From an optimization exercise on the open Yosys and OpenROAD flow, aimed at small area; shortcuts taken in it are not production practice.
In this exercise RTL edits were held to simulation tests only and were not proved equivalent to the original.
Power figures rest on the tool's default switching activity, not on a simulated workload.

`flow/run.sh`:
```
#!/bin/bash
# Layout flow: the standard ORFS flow (standard.sh) with these changes:
#  - synthesis: no adder/half-adder cell extraction (ADDER_MAP_FILE empty),
#    and an area-oriented ABC mapping script (five rounds of
#    dc2; &dch -f; &nf -a -R 3000 -F 12 -A 12). The rest of synthesis is the standard script
#    (synth_recipe.tcl), so the registers and their names are those of the
#    standard synthesis;
#  - plain buf_1 cells as port buffers (every input and output port still
#    gets its own buffer; repair_design resizes them where needed);
#  - clock tree synthesis with clkbuf_8 cells, small clusters and no dummy
#    loads.
# Each tool's full output goes to a log file in this folder (ORFS also keeps
# its per-step logs under orfs/logs).
set -euo pipefail
here=$(pwd)
rm -rf "$here/scripts_area"
cp -r "$FLOW_HOME/scripts" "$here/scripts_area"
round='strash\ndc2\n&get -n\n&st\n&dch -f\n&nf -R 3000 -a -F 12 -A 12\n&put\n'
printf "${round}${round}${round}${round}${round}topo\nstime -c\n" > "$here/scripts_area/abc_area.script"
cp "$here/scripts_area/abc_area.script" "$here/scripts_area/abc_speed.script"
SCRIPTS_DIR="$here/scripts_area" ADDER_MAP_FILE= bash standard.sh synth > flow_synth.log 2>&1
export BUFFER_PORTS_ARGS="-buffer_cell sky130_fd_sc_hd__buf_1"
export CTS_ARGS="-sink_clustering_enable -repair_clock_nets -dont_use_dummy_load -buf_list sky130_fd_sc_hd__clkbuf_8 -sink_clustering_size 20 -sink_clustering_max_diameter 60"
bash standard.sh > flow_layout.log 2>&1
```
`standard.sh`:
```
#!/bin/bash
# synth_recipe.tcl (not shown) runs the flow's synth.tcl, then flattens the netlist and writes it again
# the make line also repeats each setting of config.mk as NAME=value (left out here)
make -C /OpenROAD-flow-scripts/flow DESIGN_CONFIG=/design/flow/config.mk WORK_HOME=/design/flow/orfs CLKGATE_MAP_FILE= SYNTH_SCRIPT=/design/flow/synth_recipe.tcl "${@:-finish}"
```
`config.mk`:
```
export PLATFORM = sky130hd
export DESIGN_NAME = vga_status_overlay
export DESIGN_NICKNAME = vga_status_overlay
export VERILOG_FILES = /design/flow/design.v
export SDC_FILE = /design/flow/constraint.sdc
export NUM_CORES = 4
export LEC_CHECK = 0
export ABC_AREA = 1
export CAP_MARGIN = 20
export CORE_MARGIN = 2
export CORE_UTILIZATION = 55
export SLEW_MARGIN = 20
```
`constraint.sdc`:
```
create_clock -name core_clock -period 20.0 [get_ports {pix_clk}]
set_input_delay 4.0000 -clock core_clock [delete_from_list [all_inputs] [get_ports {pix_clk}]]
set_output_delay 4.0000 -clock core_clock [all_outputs]
set_load 0.01 [all_outputs]
```
`design.v`:
```
`timescale 1ns/1ps
module font8x8_basic (
    input  wire [7:0] char_code,    
    input  wire [2:0] row,          
    output reg  [7:0] row_bits      
);
    always @* begin
        row_bits = 8'b0000_0000;
        case (char_code)
            "0": begin
                case (row)
                    3'd1: row_bits = 8'b0011_1100;
                    3'd2: row_bits = 8'b0100_0010;
                    3'd3: row_bits = 8'b0100_0010;
                    3'd4: row_bits = 8'b0100_0010;
                    3'd5: row_bits = 8'b0100_0010;
                    3'd6: row_bits = 8'b0011_1100;
                    default: ;
                endcase
            end
            "1": begin
                case (row)
                    3'd1: row_bits = 8'b0001_1000;
                    3'd2: row_bits = 8'b0010_1000;
                    3'd3: row_bits = 8'b0000_1000;
                    3'd4: row_bits = 8'b0000_1000;
                    3'd5: row_bits = 8'b0000_1000;
                    3'd6: row_bits = 8'b0011_1110;
                    default: ;
                endcase
            end
            "2": begin
                case (row)
                    3'd1: row_bits = 8'b0011_1100;
                    3'd2: row_bits = 8'b0100_0010;
                    3'd3: row_bits = 8'b0000_0100;
                    3'd4: row_bits = 8'b0000_1000;
                    3'd5: row_bits = 8'b0001_0000;
                    3'd6: row_bits = 8'b0111_1110;
                    default: ;
                endcase
            end
            "3": begin
                case (row)
                    3'd1: row_bits = 8'b0011_1100;
                    3'd2: row_bits = 8'b0100_0010;
                    3'd3: row_bits = 8'b0000_1100;
                    3'd4: row_bits = 8'b0000_1100;
                    3'd5: row_bits = 8'b0100_0010;
                    3'd6: row_bits = 8'b0011_1100;
                    default: ;
                endcase
            end
            "5": begin
                case (row)
                    3'd1: row_bits = 8'b0111_1110;
                    3'd2: row_bits = 8'b0100_0000;
                    3'd3: row_bits = 8'b0111_1100;
                    3'd4: row_bits = 8'b0000_0010;
                    3'd5: row_bits = 8'b0100_0010;
                    3'd6: row_bits = 8'b0011_1100;
                    default: ;
                endcase
            end
            "6": begin
                case (row)
                    3'd1: row_bits = 8'b0011_1100;
                    3'd2: row_bits = 8'b0100_0000;
                    3'd3: row_bits = 8'b0111_1100;
                    3'd4: row_bits = 8'b0100_0010;
                    3'd5: row_bits = 8'b0100_0010;
                    3'd6: row_bits = 8'b0011_1100;
                    default: ;
                endcase
            end
            "7": begin
                case (row)
                    3'd1: row_bits = 8'b0111_1110;
                    3'd2: row_bits = 8'b0000_0010;
                    3'd3: row_bits = 8'b0000_0100;
                    3'd4: row_bits = 8'b0000_1000;
                    3'd5: row_bits = 8'b0001_0000;
                    3'd6: row_bits = 8'b0001_0000;
                    default: ;
                endcase
            end
            "8": begin
                case (row)
                    3'd1: row_bits = 8'b0011_1100;
                    3'd2: row_bits = 8'b0100_0010;
                    3'd3: row_bits = 8'b0011_1100;
                    3'd4: row_bits = 8'b0100_0010;
                    3'd5: row_bits = 8'b0100_0010;
                    3'd6: row_bits = 8'b0011_1100;
                    default: ;
                endcase
            end
            "9": begin
                case (row)
                    3'd1: row_bits = 8'b0011_1100;
                    3'd2: row_bits = 8'b0100_0010;
                    3'd3: row_bits = 8'b0100_0010;
                    3'd4: row_bits = 8'b0011_1110;
                    3'd5: row_bits = 8'b0000_0010;
                    3'd6: row_bits = 8'b0011_1100;
                    default: ;
                endcase
            end
            "T": begin
                case (row)
                    3'd1: row_bits = 8'b0111_1110;
                    3'd2: row_bits = 8'b0001_1000;
                    3'd3: row_bits = 8'b0001_1000;
                    3'd4: row_bits = 8'b0001_1000;
                    3'd5: row_bits = 8'b0001_1000;
                    3'd6: row_bits = 8'b0001_1000;
                    default: ;
                endcase
            end
            "E": begin
                case (row)
                    3'd1: row_bits = 8'b0111_1110;
                    3'd2: row_bits = 8'b0100_0000;
                    3'd3: row_bits = 8'b0111_1100;
                    3'd4: row_bits = 8'b0100_0000;
                    3'd5: row_bits = 8'b0100_0000;
                    3'd6: row_bits = 8'b0111_1110;
                    default: ;
                endcase
            end
            "M": begin
                case (row)
                    3'd1: row_bits = 8'b0100_0010;
                    3'd2: row_bits = 8'b0110_0110;
                    3'd3: row_bits = 8'b0101_1010;
                    3'd4: row_bits = 8'b0100_0010;
                    3'd5: row_bits = 8'b0100_0010;
                    3'd6: row_bits = 8'b0100_0010;
                    default: ;
                endcase
            end
            "P": begin
                case (row)
                    3'd1: row_bits = 8'b0111_1100;
                    3'd2: row_bits = 8'b0100_0010;
                    3'd3: row_bits = 8'b0111_1100;
                    3'd4: row_bits = 8'b0100_0000;
                    3'd5: row_bits = 8'b0100_0000;
                    3'd6: row_bits = 8'b0100_0000;
                    default: ;
                endcase
            end
            "A": begin
                case (row)
                    3'd1: row_bits = 8'b0011_1100;
                    3'd2: row_bits = 8'b0100_0010;
                    3'd3: row_bits = 8'b0100_0010;
                    3'd4: row_bits = 8'b0111_1110;
                    3'd5: row_bits = 8'b0100_0010;
                    3'd6: row_bits = 8'b0100_0010;
                    default: ;
                endcase
            end
            "N": begin
                case (row)
                    3'd1: row_bits = 8'b0100_0010;
                    3'd2: row_bits = 8'b0110_0010;
                    3'd3: row_bits = 8'b0101_0010;
                    3'd4: row_bits = 8'b0100_1010;
                    3'd5: row_bits = 8'b0100_0110;
                    3'd6: row_bits = 8'b0100_0010;
                    default: ;
                endcase
            end
            "I": begin
                case (row)
                    3'd1: row_bits = 8'b0011_1100;
                    3'd2: row_bits = 8'b0001_1000;
                    3'd3: row_bits = 8'b0001_1000;
                    3'd4: row_bits = 8'b0001_1000;
                    3'd5: row_bits = 8'b0001_1000;
                    3'd6: row_bits = 8'b0011_1100;
                    default: ;
                endcase
            end
            "R": begin
                case (row)
                    3'd1: row_bits = 8'b0111_1100;
                    3'd2: row_bits = 8'b0100_0010;
                    3'd3: row_bits = 8'b0111_1100;
                    3'd4: row_bits = 8'b0100_1000;
                    3'd5: row_bits = 8'b0100_0100;
                    3'd6: row_bits = 8'b0100_0010;
                    default: ;
                endcase
            end
            "F": begin
                case (row)
                    3'd1: row_bits = 8'b0111_1110;
                    3'd2: row_bits = 8'b0100_0000;
                    3'd3: row_bits = 8'b0111_1100;
                    3'd4: row_bits = 8'b0100_0000;
                    3'd5: row_bits = 8'b0100_0000;
                    3'd6: row_bits = 8'b0100_0000;
                    default: ;
                endcase
            end
            "O": begin
                case (row)
                    3'd1: row_bits = 8'b0011_1100;
                    3'd2: row_bits = 8'b0100_0010;
                    3'd3: row_bits = 8'b0100_0010;
                    3'd4: row_bits = 8'b0100_0010;
                    3'd5: row_bits = 8'b0100_0010;
                    3'd6: row_bits = 8'b0011_1100;
                    default: ;
                endcase
            end
            "S": begin
                case (row)
                    3'd1: row_bits = 8'b0011_1110;
                    3'd2: row_bits = 8'b0100_0000;
                    3'd3: row_bits = 8'b0011_1100;
                    3'd4: row_bits = 8'b0000_0010;
                    3'd5: row_bits = 8'b0000_0010;
                    3'd6: row_bits = 8'b0111_1100;
                    default: ;
                endcase
            end
            "V": begin
                case (row)
                    3'd1: row_bits = 8'b0100_0010;
                    3'd2: row_bits = 8'b0100_0010;
                    3'd3: row_bits = 8'b0100_0010;
                    3'd4: row_bits = 8'b0010_0100;
                    3'd5: row_bits = 8'b0010_0100;
                    3'd6: row_bits = 8'b0001_1000;
                    default: ;
                endcase
            end
            "Y": begin
                case (row)
                    3'd1: row_bits = 8'b0100_0010;
                    3'd2: row_bits = 8'b0010_0100;
                    3'd3: row_bits = 8'b0001_1000;
                    3'd4: row_bits = 8'b0001_1000;
                    3'd5: row_bits = 8'b0001_1000;
                    3'd6: row_bits = 8'b0001_1000;
                    default: ;
                endcase
            end
           "4": begin
                case (row)
                    3'd1: row_bits = 8'b0000_1100;
                    3'd2: row_bits = 8'b0001_0100;
                    3'd3: row_bits = 8'b0010_0100;
                    3'd4: row_bits = 8'b0111_1110;
                    3'd5: row_bits = 8'b0000_0100;
                    3'd6: row_bits = 8'b0000_0100;
                    default: ;
                endcase
            end
            " ": begin
            end
            default: begin
            end
        endcase
    end
endmodule
`timescale 1ns/1ps
module vga_char_glyph #(
    parameter integer CH_W = 8,
    parameter integer CH_H = 8
)(
    input  wire       clk_pix,
    input  wire       rst_pix,
    input  wire [9:0] hcount,        
    input  wire [9:0] vcount,
    input  wire       active_video,  
    input  wire [9:0] x0,            
    input  wire [9:0] y0,            
    input  wire [7:0] char_code,     
    output reg        pixel_on       
);
    wire in_box =
        active_video &&
        (hcount >= x0) && (hcount < x0 + CH_W) &&
        (vcount >= y0) && (vcount < y0 + CH_H);
    wire [9:0] rel_x = hcount - x0;
    wire [9:0] rel_y = vcount - y0;
    wire [2:0] col = rel_x[2:0];    
    wire [2:0] row = rel_y[2:0];    
    wire [7:0] row_bits;
    font8x8_basic u_font (
        .char_code(char_code),
        .row      (row),
        .row_bits (row_bits)
    );
    wire font_bit = row_bits[7 - col];
    always @(posedge clk_pix) begin
        if (rst_pix) begin
            pixel_on <= 1'b0;
        end else begin
            pixel_on <= in_box && font_bit;
        end
    end
endmodule
`timescale 1ns/1ps
module vga_status_overlay #(
    parameter signed [15:0] TEMP_Q15_COLD = 16'sd4096,
    parameter signed [15:0] TEMP_Q15_HOT  = 16'sd16384
)(
    input  wire        pix_clk,
    input  wire        rst,
    input  wire [9:0]  hcount,
    input  wire [9:0]  vcount,
    input  wire        active_video,
    input  wire        frame_tick,
    input  wire [11:0] rgb_bg,
    input  wire  signed [15:0] sample_q15,
    input  wire  signed [15:0] duty_q15,
    input  wire         fan_temp_on,
    input  wire         fan_manual_on,
    input  wire         fan_pir_on,
    input  wire         fan_on,
    input  wire [7:0]   uart_tx_byte,
    input  wire         uart_tx_vld,
    input  wire         byte_accepted,
    input  wire  signed [15:0] theta_q15,
    input  wire         pir_active,
    input  wire         pir_rise,
    input  wire  signed [15:0] enc_pos,
    input  wire                enc_step_pulse,
    input  wire                enc_dir,
    input  wire        sw_temp_en,
    input  wire        sw_manual_en,
    input  wire        sw_pir_en,
    output reg  [11:0] rgb_out
);
    wire [9:0] h = hcount;
    wire [9:0] v = vcount;
    reg rst_q, rst_qq;
    always @(posedge pix_clk) begin
        rst_q  <= rst;
        rst_qq <= rst_q;
    end
    wire s1_clr = rst_q | rst_qq;         
    wire ld     = frame_tick & ~rst;      
    wire ld_v   = ld & ~s1_clr;           
    reg [6:0]  st_s0, st_s1;       
    reg [15:0] smp_s0;
    reg [7:0]  smp_s1;             
    reg [3:0]  smp_s1_fb;          
    reg [8:0]  dty_s0;             
    reg [7:0]  dty_s1;             
    reg        dty_s1_neg;
    reg [15:0] th_s0;
    reg [8:0]  th_s1;              
    reg        th_s1_neg;
    reg [7:0]  txb_s0, txb_s1;
    reg [4:0]  ev_s0, ev_s1;       
    reg        dir_s0, dir_s1;
    reg [15:0] enc_s0, enc_s1;
    reg [17:0] th_y;
    reg [8:0]  th_deg;
    reg        th_c, th_a;
    integer    tci;
    always @* begin
        th_c = 1'b0;
        for (tci = 0; tci < 18; tci = tci + 1) begin
            th_a = (tci >= 2 && tci < 17) ? th_s0[tci-2] : 1'b0;
            th_y[tci] = (tci < 15 ? th_s0[tci] : 1'b0) ^ th_a ^ th_c;
            th_c = ((tci < 15 ? th_s0[tci] : 1'b0) & th_a) |
                   (th_c & ((tci < 15 ? th_s0[tci] : 1'b0) ^ th_a));
        end
        th_c = 1'b0;
        for (tci = 3; tci < 12; tci = tci + 1)
            th_c = (th_y[tci] & th_y[tci-3]) | (th_c & (th_y[tci] ^ th_y[tci-3]));
        for (tci = 12; tci < 21; tci = tci + 1) begin
            th_a = (tci < 18) ? th_y[tci] : 1'b0;
            th_deg[tci-12] = th_a ^ th_y[tci-3] ^ th_c;
            th_c = (th_a & th_y[tci-3]) | (th_c & (th_a ^ th_y[tci-3]));
        end
    end
    reg [3:0] smp_fb;
    reg       fb_c, fb_a;
    integer   fbi;
    always @* begin
        fb_c = 1'b0;
        for (fbi = 2; fbi < 7; fbi = fbi + 1)
            fb_c = (smp_s0[fbi] & smp_s0[fbi-2]) | (fb_c & (smp_s0[fbi] ^ smp_s0[fbi-2]));
        for (fbi = 7; fbi < 11; fbi = fbi + 1) begin
            fb_a = (fbi < 8) ? smp_s0[fbi] : 1'b0;
            smp_fb[fbi-7] = fb_a ^ ((fbi - 2 < 8) ? smp_s0[fbi-2] : 1'b0) ^ fb_c;
            fb_c = (fb_a & ((fbi - 2 < 8) ? smp_s0[fbi-2] : 1'b0)) |
                   (fb_c & (fb_a ^ ((fbi - 2 < 8) ? smp_s0[fbi-2] : 1'b0)));
        end
    end
    always @(posedge pix_clk) begin
        st_s0  <= {fan_temp_on, fan_manual_on, fan_pir_on, fan_on,
                   sw_temp_en, sw_manual_en, sw_pir_en};
        st_s1  <= st_s0;
        smp_s0 <= sample_q15;
        smp_s1 <= smp_s0[15:8];
        smp_s1_fb <= smp_fb;
        dty_s0 <= duty_q15[15:7];
        dty_s1 <= dty_s0[7:0];
        dty_s1_neg <= dty_s0[8];
        th_s0  <= theta_q15;
        th_s1  <= th_deg;
        th_s1_neg <= th_s0[15];
        txb_s0 <= uart_tx_byte;
        txb_s1 <= txb_s0;
        ev_s0  <= {uart_tx_vld, byte_accepted, pir_rise, enc_step_pulse, pir_active};
        ev_s1  <= ev_s0;
        dir_s0 <= enc_dir;
        dir_s1 <= dir_s0;
        enc_s0 <= enc_pos;
        enc_s1 <= enc_s0;
    end
    wire [4:0] ev = ev_s1 & {5{~s1_clr}};    
    wire tx_vld_sync = ev[4];
    wire ba_sync     = ev[3];
    wire pir_rise_s1 = ev[2];
    wire enc_step_s1 = ev[1];
    wire pir_act_s1  = ev[0];
    reg [3:0] ev_prev;    
    always @(posedge pix_clk)
        ev_prev <= ev[4:1];
    wire tx_vld_rise = tx_vld_sync & ~ev_prev[3];
    wire ba_rise     = ba_sync     & ~ev_prev[2];
    wire pir_rise_px = pir_rise_s1 & ~ev_prev[1];
    wire enc_step_px = enc_step_s1 & ~ev_prev[0];
    reg [6:0] st_pix;
    reg [7:0] temp_code;       
    reg [3:0] temp_fb;         
    reg [7:0] duty_pix;        
    reg [8:0] deg;             
    always @(posedge pix_clk) begin
        if (rst) begin
            st_pix    <= 7'd0;
            temp_code <= 8'd0;
            temp_fb   <= 4'd0;
            duty_pix  <= 8'd0;
            deg       <= 9'd0;
        end else if (frame_tick) begin
            st_pix    <= s1_clr ? 7'd0 : st_s1;
            temp_code <= s1_clr ? 8'd0 : smp_s1;
            temp_fb   <= s1_clr ? 4'd0 : smp_s1_fb;
            duty_pix  <= (s1_clr | dty_s1_neg) ? 8'd0 : dty_s1;
            deg       <= (s1_clr | th_s1_neg) ? 9'd0 : th_s1;
        end
    end
    wire        t_lo = temp_code[7] | (temp_code[6:4] == 3'd0);
    wire        t_hi = temp_code[6];
    wire [5:0]  t_c6 = {temp_code[5:4] - 2'd1, temp_code[3:0]};    
    wire [8:0]  t_x  = {t_c6, 3'd0} + {2'd0, t_c6, 1'b0} + {5'd0, temp_fb};
    reg  [7:0]  t_div3;
    reg  [1:0]  t_rem;
    reg  [2:0]  t_xx;
    integer     ti;
    always @* begin
        t_rem = 2'd0;
        t_div3 = 8'd0;
        for (ti = 8; ti >= 0; ti = ti - 1) begin
            t_xx = {t_rem, t_x[ti]};
            case (t_xx)
                3'd0: begin t_rem = 2'd0; if (ti < 8) t_div3[ti] = 1'b0; end
                3'd1: begin t_rem = 2'd1; if (ti < 8) t_div3[ti] = 1'b0; end
                3'd2: begin t_rem = 2'd2; if (ti < 8) t_div3[ti] = 1'b0; end
                3'd3: begin t_rem = 2'd0; if (ti < 8) t_div3[ti] = 1'b1; end
                3'd4: begin t_rem = 2'd1; if (ti < 8) t_div3[ti] = 1'b1; end
                default: begin t_rem = 2'd2; if (ti < 8) t_div3[ti] = 1'b1; end
            endcase
        end
    end
    wire [7:0]  temp_h = t_lo ? 8'd0 : t_hi ? 8'd159 : t_div3;
    wire fan_temp_pix   = st_pix[6];
    wire fan_manual_pix = st_pix[5];
    wire fan_pir_pix    = st_pix[4];
    wire fan_on_pix     = st_pix[3];
    wire sw_temp_pix    = st_pix[2];
    wire sw_manual_pix  = st_pix[1];
    wire sw_pir_pix     = st_pix[0];
    reg [7:0] rot_h;           
    reg       enc_chg_d1, enc_chg;
    reg       enc_dir_pix;
    reg [7:0] enc_h10;
    reg       enc_c, enc_a;
    integer   ei;
    always @* begin
        enc_c = enc_s1[15] & (enc_s1[7:0] == 8'd0);
        for (ei = 0; ei < 8; ei = ei + 1) begin
            enc_a = enc_s1[8+ei] ^ enc_s1[15];
            enc_h10[ei] = enc_a ^ enc_c ^ ((8'd10 >> ei) & 1'b1);
            enc_c = ((8'd10 >> ei) & 1'b1) ? (enc_a | enc_c) : (enc_a & enc_c);
        end
    end
    always @(posedge pix_clk) begin
        rot_h       <= (rst | s1_clr) ? 8'd10 : enc_h10;
        enc_dir_pix <= (rst | s1_clr) ? 1'b0 : dir_s1;
        enc_chg_d1  <= (rst | rst_q) ? 1'b0 :
                       rst_qq ? (enc_s0 != 16'd0) : (enc_s0 != enc_s1);
        enc_chg     <= rst ? 1'b0 : enc_chg_d1;
    end
    reg [5:0] pir_cnt;  reg pir_nz;
    reg [5:0] rot_cnt;  reg rot_nz;
    reg [7:0] ul;        
    reg [15:0] ucount;
    reg [7:0]  uart_acc;
    localparam [7:0] UL_SEED = 8'h01;
    function [7:0] ul_step;    
        input [7:0] s;
        ul_step = {s[6:0], s[7] ^ s[5] ^ s[4] ^ s[3]};
    endfunction
    localparam [7:0] UL_LAST = 8'h80;    
    always @(posedge pix_clk) begin
        if (rst) begin
            pir_cnt <= 6'd0; pir_nz <= 1'b0;
            rot_cnt <= 6'd0; rot_nz <= 1'b0;
            ul      <= 8'd0;
            ucount  <= 16'd0;
            uart_acc <= 8'd0;
        end else begin
            if (pir_rise_px) begin
                pir_cnt <= 6'd63; pir_nz <= 1'b1;
            end else if (frame_tick && pir_nz)
                pir_cnt <= pir_cnt - 6'd1;
            if (enc_chg || enc_step_px) begin
                rot_cnt <= 6'd63; rot_nz <= 1'b1;
            end else if (frame_tick && rot_nz)
                rot_cnt <= rot_cnt - 6'd1;
            if (tx_vld_rise)
                ul <= UL_SEED;
            else if (frame_tick && ul != 8'd0)
                ul <= (ul == UL_LAST) ? 8'd0 : ul_step(ul);
            if (ba_rise) begin
                ucount   <= ucount + 16'd1;
                uart_acc <= txb_s1;
            end
        end
    end
    function [7:0] font8;
        input [4:0] c;
        input [2:0] r;
        begin
            case ({c, r})
                {5'd1, 3'd1}: font8 = 8'b00111100;  
                {5'd1, 3'd2}: font8 = 8'b01000010;  
                {5'd1, 3'd3}: font8 = 8'b01000010;  
                {5'd1, 3'd4}: font8 = 8'b01000010;  
                {5'd1, 3'd5}: font8 = 8'b01000010;  
                {5'd1, 3'd6}: font8 = 8'b00111100;  
                {5'd2, 3'd1}: font8 = 8'b01111110;  
                {5'd2, 3'd2}: font8 = 8'b01000000;  
                {5'd2, 3'd3}: font8 = 8'b01111100;  
                {5'd2, 3'd4}: font8 = 8'b00000010;  
                {5'd2, 3'd5}: font8 = 8'b01000010;  
                {5'd2, 3'd6}: font8 = 8'b00111100;  
                {5'd3, 3'd1}: font8 = 8'b00111100;  
                {5'd3, 3'd2}: font8 = 8'b01000000;  
                {5'd3, 3'd3}: font8 = 8'b01111100;  
                {5'd3, 3'd4}: font8 = 8'b01000010;  
                {5'd3, 3'd5}: font8 = 8'b01000010;  
                {5'd3, 3'd6}: font8 = 8'b00111100;  
                {5'd4, 3'd1}: font8 = 8'b01111110;  
                {5'd4, 3'd2}: font8 = 8'b00000010;  
                {5'd4, 3'd3}: font8 = 8'b00000100;  
                {5'd4, 3'd4}: font8 = 8'b00001000;  
                {5'd4, 3'd5}: font8 = 8'b00010000;  
                {5'd4, 3'd6}: font8 = 8'b00010000;  
                {5'd5, 3'd1}: font8 = 8'b00111100;  
                {5'd5, 3'd2}: font8 = 8'b01000010;  
                {5'd5, 3'd3}: font8 = 8'b01000010;  
                {5'd5, 3'd4}: font8 = 8'b00111110;  
                {5'd5, 3'd5}: font8 = 8'b00000010;  
                {5'd5, 3'd6}: font8 = 8'b00111100;  
                {5'd6, 3'd1}: font8 = 8'b00111100;  
                {5'd6, 3'd2}: font8 = 8'b01000010;  
                {5'd6, 3'd3}: font8 = 8'b01000010;  
                {5'd6, 3'd4}: font8 = 8'b01111110;  
                {5'd6, 3'd5}: font8 = 8'b01000010;  
                {5'd6, 3'd6}: font8 = 8'b01000010;  
                {5'd7, 3'd1}: font8 = 8'b01111110;  
                {5'd7, 3'd2}: font8 = 8'b01000000;  
                {5'd7, 3'd3}: font8 = 8'b01111100;  
                {5'd7, 3'd4}: font8 = 8'b01000000;  
                {5'd7, 3'd5}: font8 = 8'b01000000;  
                {5'd7, 3'd6}: font8 = 8'b01111110;  
                {5'd8, 3'd1}: font8 = 8'b01111110;  
                {5'd8, 3'd2}: font8 = 8'b01000000;  
                {5'd8, 3'd3}: font8 = 8'b01111100;  
                {5'd8, 3'd4}: font8 = 8'b01000000;  
                {5'd8, 3'd5}: font8 = 8'b01000000;  
                {5'd8, 3'd6}: font8 = 8'b01000000;  
                {5'd9, 3'd1}: font8 = 8'b00111100;  
                {5'd9, 3'd2}: font8 = 8'b00011000;  
                {5'd9, 3'd3}: font8 = 8'b00011000;  
                {5'd9, 3'd4}: font8 = 8'b00011000;  
                {5'd9, 3'd5}: font8 = 8'b00011000;  
                {5'd9, 3'd6}: font8 = 8'b00111100;  
                {5'd10, 3'd1}: font8 = 8'b01000010;  
                {5'd10, 3'd2}: font8 = 8'b01100110;  
                {5'd10, 3'd3}: font8 = 8'b01011010;  
                {5'd10, 3'd4}: font8 = 8'b01000010;  
                {5'd10, 3'd5}: font8 = 8'b01000010;  
                {5'd10, 3'd6}: font8 = 8'b01000010;  
                {5'd11, 3'd1}: font8 = 8'b01000010;  
                {5'd11, 3'd2}: font8 = 8'b01100010;  
                {5'd11, 3'd3}: font8 = 8'b01010010;  
                {5'd11, 3'd4}: font8 = 8'b01001010;  
                {5'd11, 3'd5}: font8 = 8'b01000110;  
                {5'd11, 3'd6}: font8 = 8'b01000010;  
                {5'd12, 3'd1}: font8 = 8'b01111100;  
                {5'd12, 3'd2}: font8 = 8'b01000010;  
                {5'd12, 3'd3}: font8 = 8'b01111100;  
                {5'd12, 3'd4}: font8 = 8'b01000000;  
                {5'd12, 3'd5}: font8 = 8'b01000000;  
                {5'd12, 3'd6}: font8 = 8'b01000000;  
                {5'd13, 3'd1}: font8 = 8'b01111100;  
                {5'd13, 3'd2}: font8 = 8'b01000010;  
                {5'd13, 3'd3}: font8 = 8'b01111100;  
                {5'd13, 3'd4}: font8 = 8'b01001000;  
                {5'd13, 3'd5}: font8 = 8'b01000100;  
                {5'd13, 3'd6}: font8 = 8'b01000010;  
                {5'd14, 3'd1}: font8 = 8'b00111110;  
                {5'd14, 3'd2}: font8 = 8'b01000000;  
                {5'd14, 3'd3}: font8 = 8'b00111100;  
                {5'd14, 3'd4}: font8 = 8'b00000010;  
                {5'd14, 3'd5}: font8 = 8'b00000010;  
                {5'd14, 3'd6}: font8 = 8'b01111100;  
                {5'd15, 3'd1}: font8 = 8'b01111110;  
                {5'd15, 3'd2}: font8 = 8'b00011000;  
                {5'd15, 3'd3}: font8 = 8'b00011000;  
                {5'd15, 3'd4}: font8 = 8'b00011000;  
                {5'd15, 3'd5}: font8 = 8'b00011000;  
                {5'd15, 3'd6}: font8 = 8'b00011000;  
                {5'd16, 3'd1}: font8 = 8'b01000010;  
                {5'd16, 3'd2}: font8 = 8'b01000010;  
                {5'd16, 3'd3}: font8 = 8'b01000010;  
                {5'd16, 3'd4}: font8 = 8'b00100100;  
                {5'd16, 3'd5}: font8 = 8'b00100100;  
                {5'd16, 3'd6}: font8 = 8'b00011000;  
                {5'd17, 3'd1}: font8 = 8'b01000010;  
                {5'd17, 3'd2}: font8 = 8'b00100100;  
                {5'd17, 3'd3}: font8 = 8'b00011000;  
                {5'd17, 3'd4}: font8 = 8'b00011000;  
                {5'd17, 3'd5}: font8 = 8'b00011000;  
                {5'd17, 3'd6}: font8 = 8'b00011000;  
                default: font8 = 8'd0;
            endcase
        end
    endfunction
    function [4:0] leg_char;
        input [7:0] q;
        case (q)
            8'd87: leg_char = 5'd15;
            8'd88: leg_char = 5'd15;
            8'd89: leg_char = 5'd1;
            8'd90: leg_char = 5'd1;
            8'd91: leg_char = 5'd8;
            8'd92: leg_char = 5'd8;
            8'd107: leg_char = 5'd15;
            8'd108: leg_char = 5'd15;
            8'd109: leg_char = 5'd10;
            8'd110: leg_char = 5'd10;
            8'd111: leg_char = 5'd12;
            8'd112: leg_char = 5'd12;
            8'd127: leg_char = 5'd14;
            8'd128: leg_char = 5'd14;
            8'd129: leg_char = 5'd13;
            8'd130: leg_char = 5'd13;
            8'd131: leg_char = 5'd16;
            8'd132: leg_char = 5'd16;
            8'd147: leg_char = 5'd14;
            8'd148: leg_char = 5'd14;
            8'd149: leg_char = 5'd17;
            8'd150: leg_char = 5'd17;
            8'd151: leg_char = 5'd14;
            8'd152: leg_char = 5'd14;
            default: leg_char = 5'd0;
        endcase
    endfunction
    function [4:0] fan_char;
        input [6:0] q;
        case (q)
            7'd41: fan_char = 5'd10;
            7'd42: fan_char = 5'd6;
            7'd43: fan_char = 5'd11;
            7'd51: fan_char = 5'd15;
            7'd52: fan_char = 5'd7;
            7'd53: fan_char = 5'd10;
            7'd54: fan_char = 5'd12;
            7'd61: fan_char = 5'd12;
            7'd62: fan_char = 5'd9;
            7'd63: fan_char = 5'd13;
            7'd71: fan_char = 5'd8;
            7'd72: fan_char = 5'd6;
            7'd73: fan_char = 5'd11;
            default: fan_char = 5'd0;
        endcase
    endfunction
    function [4:0] t60_char;
        input [6:0] q;
        case (q)
            7'd57: t60_char = 5'd3;
            7'd58: t60_char = 5'd1;
            7'd59: t60_char = 5'd8;
            default: t60_char = 5'd0;
        endcase
    endfunction
    function [4:0] t75_char;
        input [6:0] q;
        case (q)
            7'd57: t75_char = 5'd4;
            7'd58: t75_char = 5'd2;
            7'd59: t75_char = 5'd8;
            default: t75_char = 5'd0;
        endcase
    endfunction
    function [4:0] t90_char;
        input [6:0] q;
        case (q)
            7'd57: t90_char = 5'd5;
            7'd58: t90_char = 5'd1;
            7'd59: t90_char = 5'd8;
            default: t90_char = 5'd0;
        endcase
    endfunction
    function ge10;    
        input [9:0] a;
        input [9:0] b;
        integer i;
        reg r;
        begin
            r = 1'b1;
            for (i = 0; i < 10; i = i + 1)
                r = b[i] ? (a[i] & r) : (a[i] | r);
            ge10 = r;
        end
    endfunction
    function inr;     
        input [9:0] a;
        input [9:0] lo;
        input [9:0] hi;
        inr = ge10(a, lo) & ge10(hi, a);
    endfunction
    wire in_leg_txt = inr(v, 10'd20, 10'd27);
    wire in_fan_txt = inr(v, 10'd40, 10'd47);
    wire in_t60     = inr(v, 10'd432, 10'd439);
    wire in_t75     = inr(v, 10'd358, 10'd365);
    wire in_t90     = inr(v, 10'd285, 10'd292);
    wire [4:0] tch = (in_leg_txt ? leg_char(h[9:2]) : 5'd0) |
                     (in_fan_txt ? fan_char(h[9:3]) : 5'd0) |
                     (in_t60     ? t60_char(h[9:3]) : 5'd0) |
                     (in_t75     ? t75_char(h[9:3]) : 5'd0) |
                     (in_t90     ? t90_char(h[9:3]) : 5'd0);
    wire [2:0] trow = v[2:0] - (in_leg_txt ? 3'd4 : in_t75 ? 3'd6 : in_t90 ? 3'd5 : 3'd0);
    wire [2:0] tcol = {h[2] ^ in_leg_txt, h[1:0]};
    wire [7:0] tbits = font8(tch, trow);
    wire       tpix  = active_video & tbits[~tcol];
    reg text_q, tick_q;
    always @(posedge pix_clk) begin
        if (rst) begin
            text_q <= 1'b0;
            tick_q <= 1'b0;
        end else begin
            text_q <= tpix & (in_leg_txt | in_fan_txt);
            tick_q <= tpix & (in_t60 | in_t75 | in_t90);
        end
    end
    wire vb_td = inr(v, 10'd429, 10'd435);
    wire box_t = vb_td && inr(h, 10'd488, 10'd504);
    wire box_d = vb_td && inr(h, 10'd568, 10'd584);
    wire box_h = inr(v, 10'd132, 10'd138) && inr(h, 10'd328, 10'd344);
    wire box_u = inr(v, 10'd114, 10'd120) && inr(h, 10'd388, 10'd410);
    wire [6:0] pct = ge10({3'd0, duty_pix[7:1]}, 10'd101) ? 7'd100 : duty_pix[7:1];
    wire [8:0] dval = box_t ? {1'b0, temp_code} :
                      box_d ? {2'b00, pct} : deg;
    function [3:0] add3;
        input [3:0] x;
        case (x)
            4'd5: add3 = 4'd8;
            4'd6: add3 = 4'd9;
            4'd7: add3 = 4'd10;
            4'd8: add3 = 4'd11;
            4'd9: add3 = 4'd12;
            default: add3 = x;
        endcase
    endfunction
    reg [11:0] bcd;
    integer bi;
    always @* begin
        bcd = 12'd0;
        for (bi = 8; bi >= 0; bi = bi - 1) begin
            bcd = {add3(bcd[11:8]), add3(bcd[7:4]), add3(bcd[3:0])};
            bcd = {bcd[10:0], dval[bi]};
        end
    end
    wire [4:0] xw = h[4:0] - (box_u ? 5'd4 : box_d ? 5'd24 : 5'd8);
    reg [1:0] didx;
    reg [2:0] dcol;
    always @* begin
        case (xw)
            5'd0, 5'd1, 5'd2, 5'd3, 5'd4, 5'd5:       didx = 2'd0;
            5'd6, 5'd7, 5'd8, 5'd9, 5'd10, 5'd11:     didx = 2'd1;
            5'd12, 5'd13, 5'd14, 5'd15, 5'd16, 5'd17: didx = 2'd2;
            default:                                  didx = 2'd3;
        endcase
        case (xw)
            5'd0, 5'd6, 5'd12, 5'd18: dcol = 3'd0;
            5'd1, 5'd7, 5'd13, 5'd19: dcol = 3'd1;
            5'd2, 5'd8, 5'd14, 5'd20: dcol = 3'd2;
            5'd3, 5'd9, 5'd15, 5'd21: dcol = 3'd3;
            5'd4, 5'd10, 5'd16, 5'd22: dcol = 3'd4;
            default:                  dcol = 3'd5;
        endcase
    end
    wire [2:0] drow = v[2:0] - (box_u ? 3'd2 : box_h ? 3'd4 : 3'd5);
    reg [3:0] dsel;
    always @* begin
        if (box_u) begin
            case (didx)
                2'd0: dsel = ucount[15:12];
                2'd1: dsel = ucount[11:8];
                2'd2: dsel = ucount[7:4];
                default: dsel = ucount[3:0];
            endcase
        end else begin
            case (didx)
                2'd0: dsel = bcd[11:8];
                2'd1: dsel = bcd[7:4];
                default: dsel = bcd[3:0];
            endcase
        end
    end
    function [34:0] digit_5x7_bitmap;
        input [3:0] d;
        begin
            case (d)
                4'd0: digit_5x7_bitmap = 35'b01110_10001_10011_10101_11001_10001_01110;
                4'd1: digit_5x7_bitmap = 35'b00100_01100_00100_00100_00100_00100_01110;
                4'd2: digit_5x7_bitmap = 35'b01110_10001_00001_00010_00100_01000_11111;
                4'd3: digit_5x7_bitmap = 35'b01110_10001_00001_00110_00001_10001_01110;
                4'd4: digit_5x7_bitmap = 35'b00010_00110_01010_10010_11111_00010_00010;
                4'd5: digit_5x7_bitmap = 35'b11111_10000_11110_00001_00001_10001_01110;
                4'd6: digit_5x7_bitmap = 35'b00110_01000_10000_11110_10001_10001_01110;
                4'd7: digit_5x7_bitmap = 35'b11111_00001_00010_00100_01000_01000_01000;
                4'd8: digit_5x7_bitmap = 35'b01110_10001_10001_01110_10001_10001_01110;
                4'd9: digit_5x7_bitmap = 35'b01110_10001_10001_01111_00001_00010_01100;
                default: digit_5x7_bitmap = 35'd0;
            endcase
        end
    endfunction
    wire [34:0] dbits = digit_5x7_bitmap(dsel);
    reg  [4:0]  drow_bits;
    always @* begin
        case (drow)
            3'd0: drow_bits = dbits[34:30];
            3'd1: drow_bits = dbits[29:25];
            3'd2: drow_bits = dbits[24:20];
            3'd3: drow_bits = dbits[19:15];
            3'd4: drow_bits = dbits[14:10];
            3'd5: drow_bits = dbits[9:5];
            default: drow_bits = dbits[4:0];
        endcase
    end
    reg dpix;
    always @* begin
        case (dcol)
            3'd0: dpix = drow_bits[4];
            3'd1: dpix = drow_bits[3];
            3'd2: dpix = drow_bits[2];
            3'd3: dpix = drow_bits[1];
            3'd4: dpix = drow_bits[0];
            default: dpix = 1'b0;
        endcase
    end
    wire digit_on = (box_t | box_d | box_h | box_u) && dpix;
    wire in_col0 = inr(h, 10'd320, 10'd399);
    wire in_col1 = inr(h, 10'd400, 10'd479);
    wire in_col2 = inr(h, 10'd480, 10'd559);
    wire in_col3 = inr(h, 10'd560, 10'd639);
    wire in_legend = inr(v, 10'd16, 10'd27);
    wire in_fanrow = inr(v, 10'd32, 10'd63);
    wire in_statrow = inr(v, 10'd64, 10'd95);
    wire temp_cold = ~ge10({2'd0, temp_h}, 10'd53);
    wire temp_hot  = ge10({2'd0, temp_h}, 10'd106);
    wire [2:0] hp_hi = h[9:5] == 5'd15 ? 3'd0 : h[9:5] == 5'd16 ? 3'd1 :
                       h[9:5] == 5'd17 ? 3'd2 : h[9:5] == 5'd18 ? 3'd3 : 3'd4;
    wire in_pir = inr(v, 10'd96, 10'd127) && inr(h, 10'd480, 10'd639) &&
                  (pir_nz ? ge10({4'd0, pir_cnt}, {4'd0, hp_hi, h[4:2]}) : (h == 10'd480));
    wire in_ubits = inr(v, 10'd102, 10'd121) && inr(h, 10'd324, 10'd475);
    reg ubit;
    always @* begin
        if (ge10(10'd342, h)) ubit = uart_acc[7];
        else if (ge10(10'd361, h)) ubit = uart_acc[6];
        else if (ge10(10'd380, h)) ubit = uart_acc[5];
        else if (ge10(10'd399, h)) ubit = uart_acc[4];
        else if (ge10(10'd418, h)) ubit = uart_acc[3];
        else if (ge10(10'd437, h)) ubit = uart_acc[2];
        else if (ge10(10'd456, h)) ubit = uart_acc[1];
        else                   ubit = uart_acc[0];
    end
    wire segr1 = inr(v, 10'd196, 10'd205);
    wire segr2 = inr(v, 10'd206, 10'd215);
    wire segc0 = inr(h, 10'd584, 10'd591);
    wire segc1 = inr(h, 10'd595, 10'd602);
    wire segc2 = inr(h, 10'd606, 10'd613);
    wire segc3 = inr(h, 10'd617, 10'd624);
    wire in_seg = (segr1 | segr2) & (segc0 | segc1 | segc2 | segc3);
    wire [6:0] dp = duty_pix[7:1];
    wire [9:0] dpx = {3'd0, dp};
    wire seg_lit = segr1 ? (segc0 ? ge10(dpx, 10'd13) : segc1 ? ge10(dpx, 10'd25) :
                            segc2 ? ge10(dpx, 10'd38) : ge10(dpx, 10'd50))
                         : (segc0 ? ge10(dpx, 10'd63) : segc1 ? ge10(dpx, 10'd75) :
                            segc2 ? ge10(dpx, 10'd88) : ge10(dpx, 10'd100));
    reg [8:0] vu;
    reg       vu_b;
    integer   vui;
    always @* begin
        vu_b = 1'b0;
        for (vui = 0; vui < 9; vui = vui + 1) begin
            vu[vui] = v[vui] ^ vu_b ^ ((9'd440 >> vui) & 1'b1);
            vu_b = ((9'd440 >> vui) & 1'b1) ? (v[vui] & vu_b) : (v[vui] | vu_b);
        end
    end
    wire v_le440 = ge10(10'd440, v);
    wire in_tbar = inr(h, 10'd488, 10'd507) && v_le440 && ge10({2'd0, temp_h}, {1'b0, vu});
    wire in_dbar = inr(h, 10'd568, 10'd587) && v_le440 && ge10({2'd0, duty_pix}, {1'b0, vu});
    wire in_rbar = inr(h, 10'd624, 10'd639) && ge10(10'd430, v) && ge10({2'd0, rot_h}, {1'b0, vu});
    wire in_tick = inr(h, 10'd482, 10'd487) &&
                   ((v == 10'd435) || (v == 10'd436) || (v == 10'd361) ||
                    (v == 10'd362) || (v == 10'd288) || (v == 10'd289));
    wire cx_mid = inr(h, 10'd597, 10'd602);
    wire cy_mid = inr(v, 10'd141, 10'd146);
    wire comp_N = cx_mid && inr(v, 10'd133, 10'd138);
    wire comp_S = cx_mid && inr(v, 10'd149, 10'd154);
    wire comp_W = cy_mid && inr(h, 10'd589, 10'd594);
    wire comp_E = cy_mid && inr(h, 10'd605, 10'd610);
    wire comp_C = cx_mid && cy_mid;
    wire [9:0] degx = {1'b0, deg};
    wire d45 = ge10(degx, 10'd45), d135 = ge10(degx, 10'd135);
    wire d225 = ge10(degx, 10'd225), d315 = ge10(degx, 10'd315);
    wire dir_N = ~d45 | d315;
    wire dir_E = d45 & ~d135;
    wire dir_S = d135 & ~d225;
    wire dir_W = d225 & ~d315;
    wire [3:0] rl = rot_nz ? rot_cnt[5:2] : 4'd0;
    wire stat_sys_ok = fan_on_pix | pir_act_s1 | ba_sync;
    wire comp_dir = (comp_N && dir_N) || (comp_E && dir_E) ||
                    (comp_S && dir_S) || (comp_W && dir_W);
    wire comp_any = comp_N | comp_E | comp_S | comp_W | comp_C;
    wire [11:0] rot_c = enc_dir_pix ? {1'b0, rl[3:1], rl, 4'h0} : {rl, 4'h0, 1'b0, rl[3:1]};
    wire        grp_b = in_rbar | comp_any;
    wire [11:0] col_b = ({12{in_rbar}} & rot_c) |
                        ({12{comp_any}} & (comp_dir ? 12'hFFF : 12'h888));
    wire st0 = in_statrow && in_col0, st1 = in_statrow && in_col1;
    wire st2 = in_statrow && in_col2, st3 = in_statrow && in_col3;
    wire fn0 = in_fanrow && in_col0,  fn1 = in_fanrow && in_col1;
    wire fn2 = in_fanrow && in_col2,  fn3 = in_fanrow && in_col3;
    wire lg0 = in_legend && in_col0,  lg1 = in_legend && in_col1;
    wire lg2 = in_legend && in_col2,  lg3 = in_legend && in_col3;
    wire [11:0] c_tbar = temp_cold ? 12'h04F : temp_hot ? 12'hF00 : 12'h0F0;
    wire [11:0] c_seg  = seg_lit ? 12'h0F0 : 12'h060;
    wire [11:0] c_ubit = ubit ? 12'h0FF : 12'h222;
    wire [11:0] c_pir  = pir_act_s1 ? 12'h0F0 : 12'hFF0;
    wire [11:0] c_st0  = (ul != 8'd0) ? 12'h0FF : 12'h222;
    wire [11:0] c_st1  = temp_hot ? 12'hF00 : temp_cold ? 12'h00F : 12'h0F0;
    wire [11:0] c_st2  = rot_nz ? 12'h0F0 : 12'h222;
    wire [11:0] c_st3  = stat_sys_ok ? 12'hF0F : 12'h222;
    wire [11:0] c_fn0  = !sw_manual_pix ? 12'h222 : fan_manual_pix ? 12'h04F : 12'h027;
    wire [11:0] c_fn1  = !sw_temp_pix ? 12'h222 : fan_temp_pix ? 12'hF80 : 12'h630;
    wire [11:0] c_fn2  = !sw_pir_pix ? 12'h222 : fan_pir_pix ? 12'h0F0 : 12'h050;
    wire [11:0] c_fn3  = fan_on_pix ? 12'hFFF : 12'hF0F;
    wire low_any = in_tbar | in_seg | in_ubits | in_pir |
                   st0 | st1 | st2 | st3 | fn0 | fn1 | fn2 | fn3 |
                   lg0 | lg1 | lg2 | lg3;
    wire [11:0] low_c = ({12{in_tbar}}  & c_tbar) | ({12{in_seg}} & c_seg) |
                        ({12{in_ubits}} & c_ubit) | ({12{in_pir}} & c_pir) |
                        ({12{st0}} & c_st0) | ({12{st1}} & c_st1) |
                        ({12{st2}} & c_st2) | ({12{st3}} & c_st3) |
                        ({12{fn0}} & c_fn0) | ({12{fn1}} & c_fn1) |
                        ({12{fn2}} & c_fn2) | ({12{fn3}} & c_fn3) |
                        ({12{lg0}} & 12'h00F) | ({12{lg1}} & 12'h0F0) |
                        ({12{lg2}} & 12'h0FF) | ({12{lg3}} & 12'hF0F);
    wire        grp_d = digit_on | in_dbar | low_any;
    wire [11:0] col_d = digit_on ? (box_u ? 12'h0FF : 12'hFFF) :
                        in_dbar  ? {4'h0, duty_pix[7:4], 4'h0} : low_c;
    always @* begin
        if (!active_video)
            rgb_out = 12'h000;
        else if (text_q)
            rgb_out = 12'hFFF;
        else if (grp_b)
            rgb_out = col_b;
        else if (tick_q | in_tick)
            rgb_out = 12'hFFF;
        else if (grp_d)
            rgb_out = col_d;
        else
            rgb_out = rgb_bg;
    end
endmodule
```
==> results of run 1 <==
==> cell type report <==
type	instances	area share [%]
Timing Repair Buffer	141	4.192
Sequential cell	247	35.03
Clock buffer	21	2.047
Tap cell	313	2.774
Multi-Input combinational cell	1348	53.91
Inverter	77	2.047
==> registers in the layout, summed over array words and instances (netlist names), 9 cells and up <==
signal  cells
enc_s0     16
th_s0      16
dty_s0      9
th_s1       9
smp_s0     16
ucount     16
deg         9
enc_s1     16
==> cells by family after synthesis <==
kind of cell / count (synthesis)
adder cells (fa/ha/maj): 20
flip-flops: 247
buffers and inverters: 77
AO/OA/AOI/OAI: 509
XOR/XNOR: 79
AND/OR/NAND/NOR: 728
multiplexers: 12
==> per-layer routing <==
| layer | global-route usage, % | vias up | routed length, microns |
|---|---|---|---|
| met3 | 4.403 | 66 | 3038 |
| met1 | 37.74 | 5889 | 15220 |
| met4 | 7.252 | 0 | 781 |
| met5 | 0 | - | 0 |
| li1 | - | 6410 | - |
| met2 | 45.99 | 585 | 15650 |
==> worst reg2reg max path, cell delays in order, from the launching register on <==
cell	delay, ns
dfxtp_1	0.36
o21ai_0	0.16
nor2_1	0.07
o21ai_0	0.31
a21oi_1	0.17
maj3_1	0.41
maj3_1	0.40
maj3_1	0.40
maj3_1	0.42
maj3_1	0.40
maj3_1	0.41
maj3_1	0.40
maj3_1	0.40
maj3_1	0.43
nor2_1	0.11
nor2_1	0.07
nor3_1	0.24
or3_1	0.18
nand2_1	0.07
a21o_1	0.21
nand2_1	0.06
and2_0	0.17
a21o_1	0.14
and2_0	0.20
clkinv_1	0.08
o21ai_0	0.12
==> cell usage in the layout (no fill, tap or decap), types with 19 or more instances in the layout <==
| cell type | synthesis | final |
|---|---|---|
| a31oi_1 | 33 | 33 |
| nand2_1 | 213 | 213 |
| and3_1 | 20 | 20 |
| nor2_1 | 222 | 222 |
| o21ai_0 | 123 | 123 |
| xor2_1 | 33 | 33 |
| a21oi_1 | 139 | 139 |
| nand3_1 | 54 | 54 |
| clkinv_1 | 77 | 77 |
| dfxtp_1 | 247 | 247 |
| xnor2_1 | 46 | 46 |
| maj3_1 | 20 | 20 |
| nor2b_1 | 21 | 21 |
| nand2b_1 | 23 | 23 |
| o21a_1 | 19 | 19 |
| clkbuf_8 | 0 | 21 |
| and2_0 | 35 | 35 |
| nor3_1 | 65 | 65 |
| buf_1 | 0 | 123 |
| a211oi_1 | 39 | 39 |
==> metrics by stage <==
stage	util [%]	setup WS (ns)	hold slack, ns	cell area (sq um)
floorplan	-	4.441	0.3096	12840
global placement	60.71	2.375	0.3098	13830
detailed placement	60.71	2.286	0.3121	13830
CTS	61.98	2.260	0.3172	14120
global route	61.98	0.9473	0.3295	14120
finish	61.98	1.912	0.3158	14120
==> where the power goes <==
part	internal (uW)	switching, uW	total [uW]
sequential	524	21.9	546
combinational	85.2	141	227
clock	93.6	147	241
==> worst max path at each step <==
stage | start | to | slack [ns]
floorplan | vcount[0] | rgb_out[2] | 4.44
global placement | hcount[7] | rgb_out[2] | 2.37
detailed placement | hcount[7] | rgb_out[2] | 2.29
CTS | hcount[7] | rgb_out[2] | 2.26
global route | hcount[7] | rgb_out[2] | 0.95
finish | hcount[7] | rgb_out[2] | 1.91
==> impl_metrics.py, run 1 <==
metrics = {
    "power": {
        "ir_worst_vdd_uv": 70.82,
        "p_leak_uw": 0.005096,
        "power-per-cell-area_nw_per_um2": 71.78,
        "power_uw": 1013,
    },
    "logic_synthesis": {
        "syn_avg_cell_area_sq_um": 7.679,
        "netlist_top_cells_area": "dfxtp_1 39%, nor2_1 6.5%, nand2_1 6.2%, a21oi_1 5.4%, o21ai_0 4.8%",
        "yosysUniqueCellTypes": 62,
        "ys_ff_latch": 247,
        "synth-xor-area-share_pct": 5.389,
        "synth_top_family_by_area": "simple AND/OR/NAND/NOR gates",
        "post-synth-top-count-cell": "dfxtp_1",
        "synth_seq_area_share_pct": 38.51,
        "synth_top_cells_by_count": "247 x dfxtp_1, 222 x nor2_1, 213 x nand2_1",
        "synth_nets": 1793,
        "synthAdderAreaFrac_pct": 1.559,
        "synth.cell_area_sq_um": 12840,
        "synth_compound_area_share_pct": 25.11,
        "synth_top_area_share_pct": 38.51,
        "synthSimpleGateAreaFrac_pct": 26.22,
        "synth-edff-count": 0,
        "synthCells": 1672,
        "yosysWarningCount": 1,
        "async_flop_share_pct": 0,
        "synthMuxAreaShare_pct": 0.9551,
        "synth_area_leader_cell": "dfxtp_1",
        "synth_ff_type": "dfxtp_1",
    },
    "timing": {
        "drv_slew": 0,
        "finalSetupViolations": 0,
        "fin_setup_tns_ns": 0,
        "max_freq_mhz": 55.28,
        "worst_pin_slew_ns": 0.9582,
        "finClkSkew_ns": 0.07171,
        "maxSlewHeadroom_pct": 35.44,
        "period_share_pct": 90.44,
        "fin_crit_ns": 18.09,
        "finalHoldViolCount": 0,
        "rsz0062_at_grt": "false",
    },
    "detailed_routing": {
        "drtPass1Iterations": 8,
        "via_per_inst": 6.032,
        "drc_errors": 0,
        "route.vias.total": 12950,
        "wl_per_cell_microns": 16.15,
        "drt-initial-drc-count": 1150,
        "ant_nets": 0,
        "drt-total-wl_mm": 34.68,
    },
    "cells_and_area": {
        "stdcell_count": 2147,
        "n_fill_cell": 2134,
        "drive_gt1_share_pct": 2.181,
        "area_growth_syn_to_layout_pct": 9.960,
        "num-nets-final": 1957,
        "regArea_sq_um": 4945,
        "multi_input_area_sq_um": 7611,
        "diodes": 0,
    },
    "global_route": {
        "grt_antenna_before_repair": 0,
        "grt_use_total_pct": 27.78,
        "grt_max_degree": 86,
        "grt_overflow_total": 0,
        "grt_pass1_vias": 11570,
        "grt_pass1_wl_mm": 56.53,
    },
    "critical_path": {
        "cp.depth": 51,
        "worstRegToRegCells": 25,
        "cpPeakStageDelay_ns": 0.45,
        "r2r_end": "th_s1[8]$_DFF_P_",
        "end_kind": "primary output",
        "cp_num_buf_inv": 5,
        "crit_fanout": 11,
        "cpMostUsedCell": "nor2_1",
        "slowest_stage": "nor2_1",
        "path_delay_family": "simple AND/OR/NAND/NOR gates",
        "path_class": "input pin to primary output",
        "rrSetupSlack_ns": 13.55,
        "required_ns": 16.00,
        "start_kind": "input pin",
        "crit_arrival_ns": 14.09,
        "reg2reg_from": "th_s0[1]$_DFF_P_",
    },
    "placement": {
        "dp_hpwl_mm": 26.29,
        "dp.cells": 2126,
        "place_congestion": 1.020,
        "numPortBuffers": 125,
    },
    "cts": {
        "cts_buffer_depth": 3,
        "post_cts_resized": 0,
        "cts-hold-fix-buffers": 0,
        "clk_pin_slew_ns": 0.11,
        "root_buffer": "clkbuf_8",
        "cts_sinks": 247,
        "cts_tree": "yes",
        "clk-insertion-delay-late_ns": 0.56,
        "ctsHtreeMaxLevel": 1,
        "cts_buffers": 21,
        "post_cts_buffers": 0,
    },
    "min_path": {
        "min_to": "st_s1[2]$_DFF_P_",
        "worstHoldStart": "st_s0[2]$_DFF_P_",
        "holdPathStages": 0,
        "min_path_type": "flip-flop to flip-flop",
    },
    "die": {
        "die_w_microns": 156.8,
        "pin_count": 133,
        "row_count": 55,
        "dieHeight_microns": 156.8,
        "start_util_pct": 56.36,
        "fp.dieArea_sq_um": 24580,
        "core_sq_um": 22780,
    },
    "flow_run": {
        "maxCapViolations": 0,
    },
    "outcome": {
        "status": "finished clean",
    },
}
==> inputs of run 2 (changes only) <==
--- a/flow/run.sh
+++ b/flow/run.sh
@@ -1,7 +1,8 @@
 #!/bin/bash
 # Layout flow: the standard ORFS flow (standard.sh) with these changes:
 #  - synthesis: no adder/half-adder cell extraction (ADDER_MAP_FILE empty),
-#    and an area-oriented ABC mapping script (five rounds of
+#    and an area-oriented ABC mapping script (AIG optimisation with
+#    &deepsyn -J 100 -S 1, a fixed seed and stop rule, then five rounds of
 #    dc2; &dch -f; &nf -a -R 3000 -F 12 -A 12). The rest of synthesis is the standard script
 #    (synth_recipe.tcl), so the registers and their names are those of the
 #    standard synthesis;
@@ -16,7 +17,7 @@
 rm -rf "$here/scripts_area"
 cp -r "$FLOW_HOME/scripts" "$here/scripts_area"
 round='strash\ndc2\n&get -n\n&st\n&dch -f\n&nf -R 3000 -a -F 12 -A 12\n&put\n'
-printf "${round}${round}${round}${round}${round}topo\nstime -c\n" > "$here/scripts_area/abc_area.script"
+printf "strash\n&get -n\n&deepsyn -J 100 -S 1\n&put\n${round}${round}${round}${round}${round}topo\nstime -c\n" > "$here/scripts_area/abc_area.script"
 cp "$here/scripts_area/abc_area.script" "$here/scripts_area/abc_speed.script"
 SCRIPTS_DIR="$here/scripts_area" ADDER_MAP_FILE= bash standard.sh synth > flow_synth.log 2>&1
 export BUFFER_PORTS_ARGS="-buffer_cell sky130_fd_sc_hd__buf_1"
==> impl_metrics.py, run 2 <==
metrics = {
    "logic_synthesis": {
        "synth-edff-count": 0,
        "synth_top_family_by_area": "compound AO/OA/AOI/OAI gates",
        "syn_avg_cell_area_sq_um": 8.079,
        "synthSimpleGateAreaFrac_pct": 23.22,
        "synthMuxAreaShare_pct": 0.3405,
        "synthAdderAreaFrac_pct": 0.8254,
        "synth_nets": 1622,
        "synthCells": 1501,
        "synth_top_area_share_pct": 40.78,
        "post-synth-top-count-cell": "dfxtp_1",
        "synth_top_cells_by_count": "247 x dfxtp_1, 165 x nand2_1, 159 x nor2_1",
        "yosysWarningCount": 1,
        "synth_compound_area_share_pct": 27.38,
        "netlist_top_cells_area": "dfxtp_1 41%, a21oi_1 5.2%, nand2_1 5.1%, nor2_1 4.9%, o21ai_0 4.8%",
        "async_flop_share_pct": 0,
        "synth.cell_area_sq_um": 12130,
        "synth_seq_area_share_pct": 40.78,
        "synth_ff_type": "dfxtp_1",
        "yosysUniqueCellTypes": 62,
        "synth_area_leader_cell": "dfxtp_1",
        "synth-xor-area-share_pct": 5.634,
        "ys_ff_latch": 247,
    },
    "power": {
        "clockPowerShare_pct": 25.3,
        "switchingPower_uw": 276.0,
        "p_comb_share_pct": 18.5,
        "seqPwrFrac_pct": 56.2,
        "intPower_uw": 683.1,
        "power_uw": 959.0,
        "power-per-cell-area_nw_per_um2": 71.68,
        "p_sw_share_pct": 28.77,
        "ir_worst_vdd_uv": 67.78,
        "p_leak_uw": 0.004855,
    },
    "cts": {
        "cts_sinks": 247,
        "ctsHtreeMaxLevel": 1,
        "cts_tree": "yes",
        "clk_pin_slew_ns": 0.11,
        "cts_buffer_depth": 3,
        "clk-insertion-delay-late_ns": 0.56,
        "cts-hold-fix-buffers": 0,
        "post_cts_resized": 0,
        "root_buffer": "clkbuf_8",
        "cts_buffers": 21,
        "post_cts_buffers": 0,
    },
    "timing": {
        "drv_slew": 0,
        "finalSetupViolations": 0,
        "rsz0062_at_grt": "false",
        "max_freq_mhz": 53.39,
        "fin_crit_ns": 18.73,
        "fin_setup_tns_ns": 0,
        "maxSlewHeadroom_pct": 25.73,
        "finClkSkew_ns": 0.06786,
        "finalHoldViolCount": 0,
        "period_share_pct": 93.66,
        "worst_pin_slew_ns": 1.104,
    },
    "placement": {
        "dp_hpwl_mm": 24.77,
        "numPortBuffers": 125,
        "place_congestion": 0.9915,
        "dp.cells": 1925,
    },
    "critical_path": {
        "required_ns": 16.00,
        "start_kind": "input pin",
        "cpPeakStageDelay_ns": 0.60,
        "path_class": "input pin to primary output",
        "crit_fanout": 14,
        "end_kind": "primary output",
        "crit_arrival_ns": 14.73,
        "slowest_stage": "and2_0",
    },
    "cells_and_area": {
        "stdcell_count": 1946,
        "final_util_pct": 61.50,
        "final_cell_mix": "247 x dfxtp_1, 165 x nand2_1, 158 x nor2_1",
        "num-nets-final": 1789,
        "drive_gt1_share_pct": 2.461,
        "diodes": 0,
        "final_common_cell": "dfxtp_1",
        "area_growth_syn_to_layout_pct": 10.34,
    },
    "detailed_routing": {
        "drtPass1Iterations": 6,
        "route.vias.total": 11870,
        "via_per_inst": 6.102,
        "drc_errors": 0,
        "drt-total-wl_mm": 33.12,
        "ant_nets": 0,
        "drt-initial-drc-count": 1089,
        "wl_per_cell_microns": 17.02,
    },
    "flow_run": {
        "maxCapViolations": 0,
    },
    "die": {
        "dieHeight_microns": 152.5,
        "start_util_pct": 55.74,
        "pin_count": 133,
        "row_count": 54,
        "die_w_microns": 152.5,
        "core_sq_um": 21760,
        "fp.dieArea_sq_um": 23250,
    },
    "global_route": {
        "grt_antenna_before_repair": 0,
        "grt_pass1_vias": 10920,
        "grt_overflow_total": 0,
        "grt_use_total_pct": 27.44,
        "grt_max_degree": 38,
        "grt_pass1_wl_mm": 53.62,
    },
    "outcome": {
        "status": "finished clean",
    },
    "min_path": {
        "min_path_type": "flip-flop to flip-flop",
    },
}
[run 2: cell types whose count changed after synthesis, sizes merged, moves of 8 or more]
cell	change
a21oi	-13
nand3	-8
a22o	+52
a22oi	+11
nor3	-15
nor2	-63
o32ai	-13
o21a	-8
maj3	-10
nand2	-48
clkinv	-18
or2	+8
a211oi	-21
[run 2: final cells by class]
type	count	area, sq um
Tap cell	280	350.3
Fill cell	2042	8376
Timing Repair Buffer	144	611.8
Multi-Input combinational cell	1195	6963
Clock buffer	21	289.0
Sequential cell	247	4945
Inverter	59	221.5
[run 2: path summary, 6_finish.rpt]
check                                         from                end  slack (ns)  cells after the start
worst max register to register    th_s0[3]$_DFF_P_   th_s1[7]$_DFF_P_       14.12                     30
worst min-delay path            smp_s0[11]$_DFF_P_  smp_s1[3]$_DFF_P_        0.28                      0
worst max-delay path                     hcount[1]         rgb_out[2]        1.27                     49
worst min register to register  smp_s0[11]$_DFF_P_  smp_s1[3]$_DFF_P_        0.28                      0
[run 2: cell families (layout without fill, tap and decap cells)]
family / count (synthesis) / after routing
fa+ha+maj: 10 / 10
mux: 4 / 4
flops: 247 / 247
xor+xnor: 78 / 78
simple gates: 593 / 593
compound gates: 510 / 510
buf+inv: 59 / 224
[run 2: stage by stage]
stage / hold slack (ns) / instance area (sq um) / setup WS [ns]
after global routing: 0.2873 / 13380 / 0.3791
after global placement: 0.3100 / 13090 / 1.957
after CTS: 0.2805 / 13380 / 1.725
after detailed placement: 0.3121 / 13090 / 1.818
final: 0.2812 / 13380 / 1.269
after floorplan: 0.3096 / 12130 / 3.667
[run 2: critical path, delay by kind of cell]
family	cells	cell delay (ns)
AND/OR/NAND/NOR	19	4.24
buffers and inverters	5	1.04
XOR/XNOR	3	0.56
AO/OA/AOI/OAI	22	4.90
[run 2: power by group through the flow]
stage                     logic [uW]  clock network, uW  registers, uW
final                            177                243            539
after floorplan                  123                  0            544
after global routing             197                267            542
after global placement           172                  0            549
after CTS                        175                251            539
after detailed placement         174                  0            550
[run 2: per-layer routing]
layer | share of wire, % | GRT usage, % | vias to the layer above
met5 | 0 | 0 | -
met3 | 8.1 | 4.465 | 92
li1 | - | - | 5891
met4 | 3.4 | 9.524 | 0
met1 | 45 | 37.82 | 5407
met2 | 44 | 43.95 | 484

-- separate check: timing with driven ports --
The results above use ideal ports. As a check the final layouts listed here were re-extracted and re-timed, cells and wires unchanged.
Step 1, drivers: a clkbuf_16 drives pix_clk and a buf_2 each remaining input, both assumed.
Step 2 times the ports against the registers' clock, not the clock port: input delays grow and output delays shrink by t, the midpoint of the rising clock arrivals with the driver on.
Slacks: ideal / step 1 / step 2; pairs: ideal / step 1.
| run | t (ns) | setup WS [ns] | worst register clock-pin slew, ns | cell pins on the clock port's net |
|---|---|---|---|---|
| run 1 | 0.568 | 1.912 / 1.843 / 1.843 | 0.11 / 0.11 | 1 |
| run 2 | 0.579 | 1.269 / 1.235 / 1.235 | 0.11 / 0.11 | 1 |
After both steps every run listed still meets setup and hold. For run 1, which loses most, drivers alone change the setup slack by -0.069 ns; drivers and shift together by -0.069 ns.
